Background: an optimization exercise with open tools, aiming at small area, a short achievable clock period and few clock cycles per item. Do not read the settings as production practice. Function was checked by simulation only, so behaviour that the tests miss may differ from the original. Power and IR drop assume default switching activity.

[flow/config.mk]
export PLATFORM = sky130hd
export DESIGN_NAME = huffman
export DESIGN_NICKNAME = huffman
export VERILOG_FILES = /design/flow/design.v
export SDC_FILE = /design/flow/constraint.sdc
export NUM_CORES = 4
export LEC_CHECK = 0
export ABC_AREA = 1
export CAP_MARGIN = 20
export CORE_MARGIN = 2
export CORE_UTILIZATION = 55
export CTS_BUF_LIST = sky130_fd_sc_hd__clkbuf_8
export CTS_CLUSTER_SIZE = 30
export SETUP_SLACK_MARGIN = 3.8
export SLEW_MARGIN = 20
export TNS_END_PERCENT = 10
[flow/constraint.sdc]
create_clock -name core_clock -period 6.0 [get_ports {clk}]
set_input_delay 1.2000 -clock core_clock [delete_from_list [all_inputs] [get_ports {clk}]]
set_output_delay 1.2000 -clock core_clock [all_outputs]
set_load 0.01 [all_outputs]
[flow/design.v]
module huffman(clk, reset, gray_data, gray_valid, CNT_valid, CNT1, CNT2, CNT3, CNT4, CNT5, CNT6,
    code_valid, HC1, HC2, HC3, HC4, HC5, HC6, M1, M2, M3, M4, M5, M6);
input clk;
input reset;
input gray_valid;
input [7:0] gray_data;
output reg CNT_valid;
output [7:0] CNT1, CNT2, CNT3, CNT4, CNT5, CNT6;
output reg code_valid;
output [7:0] HC1, HC2, HC3, HC4, HC5, HC6;
output [7:0] M1, M2, M3, M4, M5, M6;
reg idle, counting, build;    
reg [2:0] pix;
reg [5:0] sel;
reg [6:0] w[0:5];
reg [2:0] pos[0:5];
reg [4:0] hc[0:5];
reg [4:0] m[0:5];
reg par;         
reg merged;      
reg fin;         
reg comb;        
reg [2:0] ncomb;
integer i;
function lt7(input [6:0] x, input [6:0] z);
	reg [6:0] l, g;
	reg l65, g65, l43, g43, l21, g21, l6to3, g6to3, l2to0;
	begin
		l = ~x & z;
		g = x & ~z;
		l65 = l[6] | (~g[6] & l[5]);
		g65 = g[6] | (~l[6] & g[5]);
		l43 = l[4] | (~g[4] & l[3]);
		g43 = g[4] | (~l[4] & g[3]);
		l21 = l[2] | (~g[2] & l[1]);
		g21 = g[2] | (~l[2] & g[1]);
		l6to3 = l65 | (~g65 & l43);
		g6to3 = g65 | (~l65 & g43);
		l2to0 = l21 | (~g21 & l[0]);
		lt7 = l6to3 | (~g6to3 & l2to0);
	end
endfunction
function [6:0] add7(input [6:0] x, input [6:0] z);
	reg [6:0] g, p, c;
	reg g10, g32, p32, g54, p54;
	begin
		g = x & z;
		p = x ^ z;
		g10 = g[1] | (p[1] & g[0]);
		g32 = g[3] | (p[3] & g[2]);
		p32 = p[3] & p[2];
		g54 = g[5] | (p[5] & g[4]);
		p54 = p[5] & p[4];
		c[0] = 1'b0;
		c[1] = g[0];
		c[2] = g10;
		c[3] = g[2] | (p[2] & g10);
		c[4] = g32 | (p32 & g10);
		c[5] = g[4] | (p[4] & c[4]);
		c[6] = g54 | (p54 & c[4]);
		add7 = p ^ c;
	end
endfunction
reg [6:0] cur, inc;
always @* begin
	for (i = 0; i < 6; i = i + 1)
		sel[i] = (pix == i + 1);
	cur = 7'd0;
	for (i = 0; i < 6; i = i + 1)
		cur = cur | ({7{sel[i]}} & w[i]);
	for (i = 0; i < 7; i = i + 1)
		inc[i] = cur[i] ^ (&(cur | ~((7'd1 << i) - 7'd1)));
end
reg [4:0] lt;
always @* begin
	for (i = 0; i < 5; i = i + 1)
		lt[i] = lt7(w[i], w[i + 1]);
end
wire in_order = ~|lt;
wire last = fin;
wire [6:0] sum = add7(w[4], w[5]);
reg [4:0] swap;
always @* begin
	for (i = 0; i < 5; i = i + 1) begin
		swap[i] = build && !comb && lt[i] && (merged || (i[0] == par));
	end
end
wire build_nx  = build ? !last : (counting && !gray_valid);
wire merged_nx = build && (merged || comb);
wire fin_nx    = build && comb && (ncomb == 3'd3);
wire comb_nx   = build && !comb && !fin && in_order;
always @(posedge clk or posedge reset) begin
	if (reset) begin
		idle <= 1'b1;
		counting <= 1'b0;
		build <= 1'b0;
		CNT_valid <= 1'b0;
		code_valid <= 1'b0;
	end
	else begin
		idle <= idle ? !gray_valid : last;
		counting <= idle ? gray_valid : (counting && gray_valid);
		build <= build_nx;
		CNT_valid <= counting && !gray_valid;
		code_valid <= last;
	end
end
always @(posedge clk) begin
	pix <= gray_data[2:0];
	par <= build && !par;
	merged <= merged_nx;
	fin <= fin_nx;
	comb <= comb_nx;
	if (!build)
		ncomb <= 3'd0;
	else if (comb)
		ncomb <= ncomb + 3'd1;
end
reg dn[0:5], up[0:5], hold[0:5];
always @* begin
	for (i = 0; i < 6; i = i + 1) begin
		dn[i] = (i > 0) && (comb ? (i < 5) : swap[i - 1]);
		up[i] = (i < 5) && !comb && swap[i];
		hold[i] = counting ? !sel[i] : (build && !comb && !(i < 5 && swap[i]) && !(i > 0 && swap[i - 1]));
	end
end
always @(posedge clk) begin
	for (i = 0; i < 6; i = i + 1)
		w[i] <= ({7{hold[i]}} & w[i])
		      | ({7{dn[i]}} & w[(i + 5) % 6])
		      | ({7{up[i]}} & w[(i + 1) % 6])
		      | ({7{counting && sel[i]}} & inc)
		      | ({7{comb && i == 5}} & sum)
		      | {7{comb && i == 0}};
end
always @(posedge clk) begin
	for (i = 0; i < 6; i = i + 1) begin
		if (!build) begin
			pos[i] <= i ^ (i >> 1);
			hc[i] <= 5'd0;
			m[i] <= 5'd0;
		end
		else begin
			pos[i][0] <= pos[i][0] ^ (comb ? !(^pos[i]) :
			             ((pos[i][2:1] == 2'b00 && swap[0]) || (pos[i][2:1] == 2'b01 && swap[2]) ||
			              (pos[i][2:1] == 2'b11 && swap[4])));
			pos[i][1] <= pos[i][1] ^ (!pos[i][2] && pos[i][0] && (comb ? !pos[i][1] : swap[1]));
			pos[i][2] <= pos[i][2] ^ (!pos[i][0] && pos[i][1] && (comb ? !pos[i][2] : swap[3]));
			if ((comb && pos[i][2]) || last) begin
				m[i] <= {m[i][3:0], 1'b1};
				if (last ? pos[i][0] ^ lt[4] : pos[i][0])
					hc[i] <= hc[i] | ({m[i][3:0], 1'b1} & ~m[i]);
			end
		end
	end
end
assign CNT1 = {1'b0, w[0]};
assign CNT2 = {1'b0, w[1]};
assign CNT3 = {1'b0, w[2]};
assign CNT4 = {1'b0, w[3]};
assign CNT5 = {1'b0, w[4]};
assign CNT6 = {1'b0, w[5]};
assign HC1 = {3'b0, hc[0]};
assign HC2 = {3'b0, hc[1]};
assign HC3 = {3'b0, hc[2]};
assign HC4 = {3'b0, hc[3]};
assign HC5 = {3'b0, hc[4]};
assign HC6 = {3'b0, hc[5]};
assign M1 = {3'b0, m[0][4:1], 1'b1};
assign M2 = {3'b0, m[1][4:1], 1'b1};
assign M3 = {3'b0, m[2][4:1], 1'b1};
assign M4 = {3'b0, m[3][4:1], 1'b1};
assign M5 = {3'b0, m[4][4:1], 1'b1};
assign M6 = {3'b0, m[5][4:1], 1'b1};
endmodule
[flow/flow/run.sh]
#!/bin/bash
# Standard layout, with two changes: plain buffers (instead of the delay buffers
# buffer_ports picks by default) on the input and output ports, and one tie
# cell per constant value shared by all constant outputs (instead of one per port).
set -euo pipefail
export BUFFER_PORTS_ARGS="-buffer_cell sky130_fd_sc_hd__buf_1"
export SKIP_REPAIR_TIE_FANOUT=1
bash standard.sh > standard_flow.log 2>&1
[flow/standard.sh]
#!/bin/bash
# synth_recipe.tcl (not shown) runs the flow's synth.tcl, then flattens the netlist and writes it again
# the make line also repeats each setting of config.mk as NAME=value (left out here)
make -C /OpenROAD-flow-scripts/flow DESIGN_CONFIG=/design/flow/config.mk WORK_HOME=/design/flow/orfs CLKGATE_MAP_FILE= SYNTH_SCRIPT=/design/flow/synth_recipe.tcl "${@:-finish}"
==> impl_metrics.tcl, run 1 <==
set metrics [dict create \
    status "finished clean" \
    post-route-period-util 0.3708 \
    htreeDepth 4 \
    cts_tree "yes" \
    crit_buf_inv 1 \
    comb_power_share 0.554 \
    fp.coreArea_um2 13990 \
    slew_violations 0 \
    track_usage 0.2599 \
    crit_required_ns 4.80 \
    cp_slowest_cell "dfxtp_4" \
    p_seq_frac 0.310 \
    total_switching_power_mw 3.089 \
    ys_ff_latch 135 \
    start_util 0.5693 \
    p_clk_frac 0.136 \
    power.density_nw_per_um2 689.2 \
    drt-initial-drc-count 629 \
    dp_hpwl_um 14610 \
    die_h_um 124.3 \
    p_int_mw 2.928 \
    syn_nets 1212 \
    n_fill_cell 1370 \
    drt_first_pass_iters 5 \
    gp_congestion 0.9691 \
    dieArea_um2 15460 \
    syn_inst 1169 \
    startpoint_type "flip-flop" \
    min_path_type "flip-flop to flip-flop" \
    postCtsHoldBufs 0 \
    ys_async_sr_fraction 0.03704 \
    dr_total_vias 7469 \
    drv_cap 0 \
    leakagePower_nw 4.113 \
    syn_area_um2 7964 \
    worst-endpoint-arrival_ns 1.02 \
    ios 157 \
    synthTopCellsByArea "dfxtp_1 (33%), nand2_1 (13%), inv_1 (7.5%)" \
    worst_pin_slew_ns 0.7784 \
    final_nets 1248 \
    port_buffers 103 \
    fin_crit_ns 2.225 \
    grt_max_degree 49 \
    die_w_um 124.3 \
    syn_to_final_growth_pct 9.631 \
    rsz0062_at_grt "yes" \
    vdd_drop_max_mv 0.4082 \
    instances_no_fill 1398 \
    synth_cell_types 45 \
    antenna_found_initial 0 \
    ant_nets 0 \
    r2r_slack_ns 3.81 \
    end_kind "output port" \
    finalPower_mw 6.017 \
    synth_area_leader_cell "dfxtp_1" \
    cpLargestDelayFamily "flip-flops" \
    p_sw_frac 0.5134 \
    grt_pass1_wl_um 33000 \
    wl_per_cell_um 14.60 \
    drc 0 \
    numCtsBuffers 17 \
    ys_warn_count 12 \
    grt_pass1_vias 6474 \
    tns_ns 0 \
    cp_max_fo 8 \
    wl_um 20420 \
    critPathKind "flip-flop to output port" \
    clk_latency_ns 0.45 \
    slowest_delay_ns 0.41 \
    cp_cell_sequence "buf_1" \
    clk_path_buf_depth 2 \
    synth-edff-count 0 \
    ys.flop_type "dfxtp_1" \
    via_per_inst 5.343 \
    path_clk_slew_ns 0.08 \
    dp.cells 1359 \
    cts_sinks 135 \
    n_antenna_cell 0 \
    setup_violations 0 \
    seq_area_frac_synth 0.3427 \
    fin_worst_skew_ns 0.008158 \
    rows 43 \
    hold_viol 0 \
    max_slew_margin 0.4803 \
    fmax_ghz 0.4495 \
    overflow 0 \
    root_buffer "clkbuf_8" \
    drive_above_1_share 0.1355 \
    synth.top_cell.area_share 0.3268 \
    syn_area_per_cell_um2 6.813 \
]
-- layer usage --
layer,wire length [µm],vias up,GRT usage
li1,-,3788,-
met1,10030,3381,0.3926
met2,8493,277,0.3770
met3,1685,23,0.05498
met4,206,0,0.06345
met5,0,-,0
-- metrics by stage --
stage	setup slack [ns]	hold slack (ns)	utilization	area (µm²)
2_1_floorplan	3.817	0.3769	-	7964
3_3_place_gp	3.391	0.4095	0.5680	7945
3_5_place_dp	3.390	0.4021	0.5680	7945
4_1_cts	3.745	0.4241	0.6125	8568
5_1_grt	3.715	0.4711	0.6242	8731
6_report	3.775	0.4439	0.6242	8731
-- state kept, by name, indices dropped and copies added (netlist names), 3 cells and up --
| register | flops |
|---|---|
| w | 42 |
| hc | 30 |
| m | 30 |
| pos | 18 |
| ncomb | 3 |
| pix | 3 |
-- cells in the final DEF (no fill, tap or decap), types with 8 or more instances in the layout --
master    instances
dfxtp_4          24
nand3_1          77
inv_1           160
o21ai_1          11
buf_1            95
dfxtp_2          23
ha_1             26
buf_4             8
inv_2            16
nor2_1           87
a21oi_1          89
dfxtp_1          83
nand2_2          14
nand2_1         267
o21ai_0          74
nand4_1          33
clkbuf_8         19
-- final cells by class --
cell class	instances	area, µm²	share of cell area
Clock buffer	19	261.5	0.02995
Tap cell	180	225.2	0.02580
Clock inverter	13	167.7	0.01920
Timing Repair Buffer	112	476.7	0.05460
Sequential cell	135	2848	0.3262
Multi-Input combinational cell	762	4084	0.4678
Inverter	177	668.1	0.07653
-- cells by family after synthesis --
| logic type | count (synthesis) | share of synthesized area |
|---|---|---|
| xor+xnor | 4 | 0.005343 |
| simple gates | 507 | 0.2795 |
| fa+ha+maj | 32 | 0.05310 |
| other cells | 2 | 0.0009430 |
| compound gates | 217 | 0.1540 |
| buf+inv | 272 | 0.1645 |
| flops | 135 | 0.3427 |
-- path summary, 6_finish.rpt --
| kind | from | endpoint | cells past startpoint |
|---|---|---|---|
| worst min register to register | fin$_DFF_P_ | code_valid$_DFF_PP0_ | 0 |
| worst max register to register | pix[1]$_DFF_P_ | w[1][5]$_DFF_P_ | 16 |
| worst max-delay path | w[1][3]$_DFF_P_ | CNT2[3] | 1 |
| worst min-delay path | fin$_DFF_P_ | code_valid$_DFF_PP0_ | 0 |
| min in group asynchronous | reset | CNT_valid$_DFF_PP0_ | 2 |
| max in group asynchronous | reset | idle$_DFF_PP1_ | 2 |
-- synth_stat cells (3+ instances only) --
cell type  number
inv_2          17
o21ai_1         7
o2111ai_1       4
o21ai_0        79
dfrtp_1         4
nand4_1        33
nand3_2         7
a21oi_1        92
o211ai_1        4
buf_2           5
nor2_1         87
nand2_2         9
o21a_1          7
dfxtp_1       130
clkbuf_1       13
fa_1            3
o22ai_1         4
a22oi_1         3
ha_1           29
nand3_1        77
nand3b_1        7
nor2_2          5
nand2_1       276
o21bai_1        3
a211oi_1        4
nor2_4          3
inv_1         160
buf_4          75
-- power by group through the flow --
stage,logic (mW),registers [mW],clock network (mW)
3_5_place_dp,3.16,1.83,0
6_report,3.34,1.86,0.817
4_1_cts,3.22,1.84,0.835
5_1_grt,3.77,1.93,0.876
2_1_floorplan,2.40,1.78,0
3_3_place_gp,3.12,1.82,0
-- repair_timing --
action,in CTS,in global routing
setup buffers,3,4
pin swaps,2,5
resized for setup,79,40
endpoints found under the setup margin,147,160
Testbench counts, summed over its fixed seeds: cycles 23,029, frames 192.
==> run 2, diff against run 1 <==
--- a/flow/config.mk
+++ b/flow/config.mk
@@ -13,4 +13,4 @@
 export CTS_CLUSTER_SIZE = 30
 export SETUP_SLACK_MARGIN = 3.8
 export SLEW_MARGIN = 20
-export TNS_END_PERCENT = 10
+export TNS_END_PERCENT = 25
==> run 2 against run 1 <==
Against the previous run:
- fmax down 0.32%
- core utilization up 0.85 points
- global-route usage rose by 0.082 points
- clock power hardly changed
- sequential cell count is the same
- setup slack worse by 0.0071 ns
- cell count up 0.57%
- sequential power is essentially flat
- die area did not move
- combinational power about the same
- non-clock buffer count grew 8
- sequential share of layout area shrank 0.44 points
- critical path type unchanged
- critical endpoint is now CNT1[1]
==> impl_metrics.tcl, run 2 <==
set metrics [dict create \
    final_cell_mix "nand2_1 (266), inv_1 (159), buf_1 (95), a21oi_1 (89), nor2_1 (86)" \
    track_usage 0.2607 \
    n_antenna_cell 0 \
    root_buffer "clkbuf_8" \
    cp_max_fo 5 \
    drt-initial-drc-count 654 \
    clk_latency_ns 0.46 \
    fp.coreArea_um2 13990 \
    p_clk_frac 0.135 \
    status "finished clean" \
    synthTopCellsByCount "nand2_1 (276), inv_1 (160), dfxtp_1 (130)" \
    startpoint_type "flip-flop" \
    dp.cells 1359 \
    grt_pass1_wl_um 33090 \
    final_util 0.6326 \
    end_kind "output port" \
    via_per_inst 5.324 \
    regArea_um2 2848 \
    grt_pass1_vias 6505 \
    htreeDepth 4 \
    numCtsBuffers 17 \
    critPathKind "flip-flop to output port" \
    fmax_ghz 0.4480 \
    crit_buf_inv 1 \
    syn_to_final_growth_pct 11.12 \
    cpLargestDelayFamily "flip-flops" \
    layout_commonest_cell "nand2_1" \
    overflow 0 \
    multi_input_area_um2 4148 \
    synth.most_common_cell "nand2_1" \
    ios 157 \
    vdd_drop_max_mv 0.4222 \
    p_int_mw 2.950 \
    antenna_found_initial 0 \
    synthTopCellsByArea "dfxtp_1 (33%), nand2_1 (13%), inv_1 (7.5%)" \
    total_switching_power_mw 3.106 \
    drt_first_pass_iters 8 \
    ys_warn_count 12 \
    largest_register "w" \
    synth_area_leader_cell "dfxtp_1" \
    max_slew_margin 0.4867 \
    dp_hpwl_um 14610 \
    synth-edff-count 0 \
    post-route-period-util 0.3720 \
    worst-endpoint-arrival_ns 1.03 \
    reg_top3 "w: 42 flops, hc: 30 flops, m: 30 flops" \
    place_area_um2 7945 \
    slowest_delay_ns 0.41 \
    leakagePower_nw 4.178 \
    ys_async_sr_fraction 0.03704 \
    final_nets 1256 \
    worst_slack_ns 3.768 \
    power.density_nw_per_um2 684.3 \
    rsz0062_at_grt "yes" \
    cp_slowest_cell "dfxtp_2" \
    hold_viol 0 \
    p_seq_frac 0.308 \
    hold_ws_ns 0.4440 \
    seq_area_frac_synth 0.3427 \
    comb_power_share 0.557 \
    syn_nets 1212 \
    port_buffers 103 \
    die_h_um 124.3 \
    cts_tree "yes" \
    tns_ns 0 \
    n_fill_cell 1344 \
    slew_violations 0 \
    instances_no_fill 1406 \
    rows 43 \
    finalPower_mw 6.056 \
    post-place-ws_ns 3.390 \
    gp_congestion 0.9691 \
    crit_required_ns 4.80 \
    drc 0 \
    start_util 0.5693 \
    synth_cell_types 45 \
    p_sw_frac 0.5129 \
    dieArea_um2 15460 \
    wl_um 20440 \
    path_clk_slew_ns 0.08 \
    worst_pin_slew_ns 0.7688 \
    postCtsHoldBufs 0 \
    synth.top_cell.area_share 0.3268 \
    fin_worst_skew_ns 0.008612 \
    min_path_type "flip-flop to flip-flop" \
    cp_cell_sequence "buf_1" \
    ys.flop_type "dfxtp_1" \
    clk_path_buf_depth 2 \
    dr_total_vias 7486 \
    syn_inst 1169 \
    drive_above_1_share 0.1427 \
    fin_crit_ns 2.232 \
    stdcell_area_um2 8850 \
    ys_ff_latch 135 \
    drv_cap 0 \
    syn_area_per_cell_um2 6.813 \
    ant_nets 0 \
    setup_violations 0 \
    die_w_um 124.3 \
    cts_sinks 135 \
    largest_reg_flops 42 \
    syn_area_um2 7964 \
    wl_per_cell_um 14.54 \
    grt_max_degree 49 \
]
## run 2: cell counts after synthesis
Identical to the previous run, type by type.
## run 2: area by class of cell
class / count / share of cell area
sequential: 135 / 0.3218
timing repair buffer: 120 / 0.05924
clock buffer: 19 / 0.02955
inverter: 177 / 0.07635
clock inverter: 13 / 0.01895
multi-input combinational: 762 / 0.4687
tap: 180 / 0.02545
## run 2: what timing repair did
item	4_1_cts	5_1_grt
endpoints found under the hold margin	0	0
pin swaps	2	11
gates resized for setup	79	55
setup buffers	5	10
endpoints found under the setup margin	147	160
## run 2: worst paths after layout
path,start,endpoint,slack [ns],depth (start not counted)
min in group asynchronous,reset,CNT_valid$_DFF_PP0_,0.60,2
max in group asynchronous,reset,idle$_DFF_PP1_,5.16,2
max,w[0][1]$_DFF_P_,CNT1[1],3.77,1
min reg2reg,fin$_DFF_P_,code_valid$_DFF_PP0_,0.44,0
max reg2reg,pix[2]$_DFF_P_,w[1][5]$_DFF_P_,3.86,16
min,fin$_DFF_P_,code_valid$_DFF_PP0_,0.44,0
## run 2: routing by layer
layer	GRT usage	vias up	part of all wire
li1	-	3804	-
met1	0.3932	3394	0.49
met2	0.3793	263	0.41
met3	0.05498	25	0.080
met4	0.06345	0	0.013
met5	0	-	0
## run 2: cell families after synthesis
family,after synthesis,share of synthesized area
DFF,135,0.3427
other,2,0.0009430
adders and majority gates,32,0.05310
AOI/OAI and AO/OA,217,0.1540
buffers and inverters,272,0.1645
xor gates and xnor gates,4,0.005343
and+or+nand+nor,507,0.2795
## run 2: power by group through the flow
stage	sequential [mW]	clock (mW)	combinational [mW]
3_3_place_gp	1.82	0	3.12
3_5_place_dp	1.83	0	3.16
6_report	1.86	0.818	3.37
4_1_cts	1.84	0.835	3.22
2_1_floorplan	1.78	0	2.40
5_1_grt	1.93	0.876	3.82

## port drivers added, routing unchanged
How much do the figures lean on ideal ports? The routed layouts below were timed once more, with nothing changed but the port constraints. Step 1 (the two cells are an assumption about what drives the block):
set clk [get_ports {clk}]
set_driving_cell -lib_cell sky130_fd_sc_hd__clkbuf_16 $clk
set_driving_cell -lib_cell sky130_fd_sc_hd__buf_2 [delete_from_list [all_inputs] $clk]
Step 2, shift: input delay + t, output delay - t, t = (earliest + latest rising clock arrival at the registers) / 2. This alone moves slack from input paths to output paths. Slacks: ideal / step 1 / step 2; pairs: ideal / step 1.
| run | t (ns) | setup WS [ns] | worst hold slack (ns) | worst setup path at the end | clock arrival spread, ns |
|---|---|---|---|---|---|
| run 1 | 0.481 | 3.775 / 3.738 / 3.810 | 0.444 / 0.444 / 0.444 | register to register | 0.008 / 0.008 |
| run 2 | 0.487 | 3.768 / 3.732 / 3.862 | 0.444 / 0.444 / 0.444 | register to register | 0.009 / 0.009 |
After both steps setup and hold are still met in every run listed.
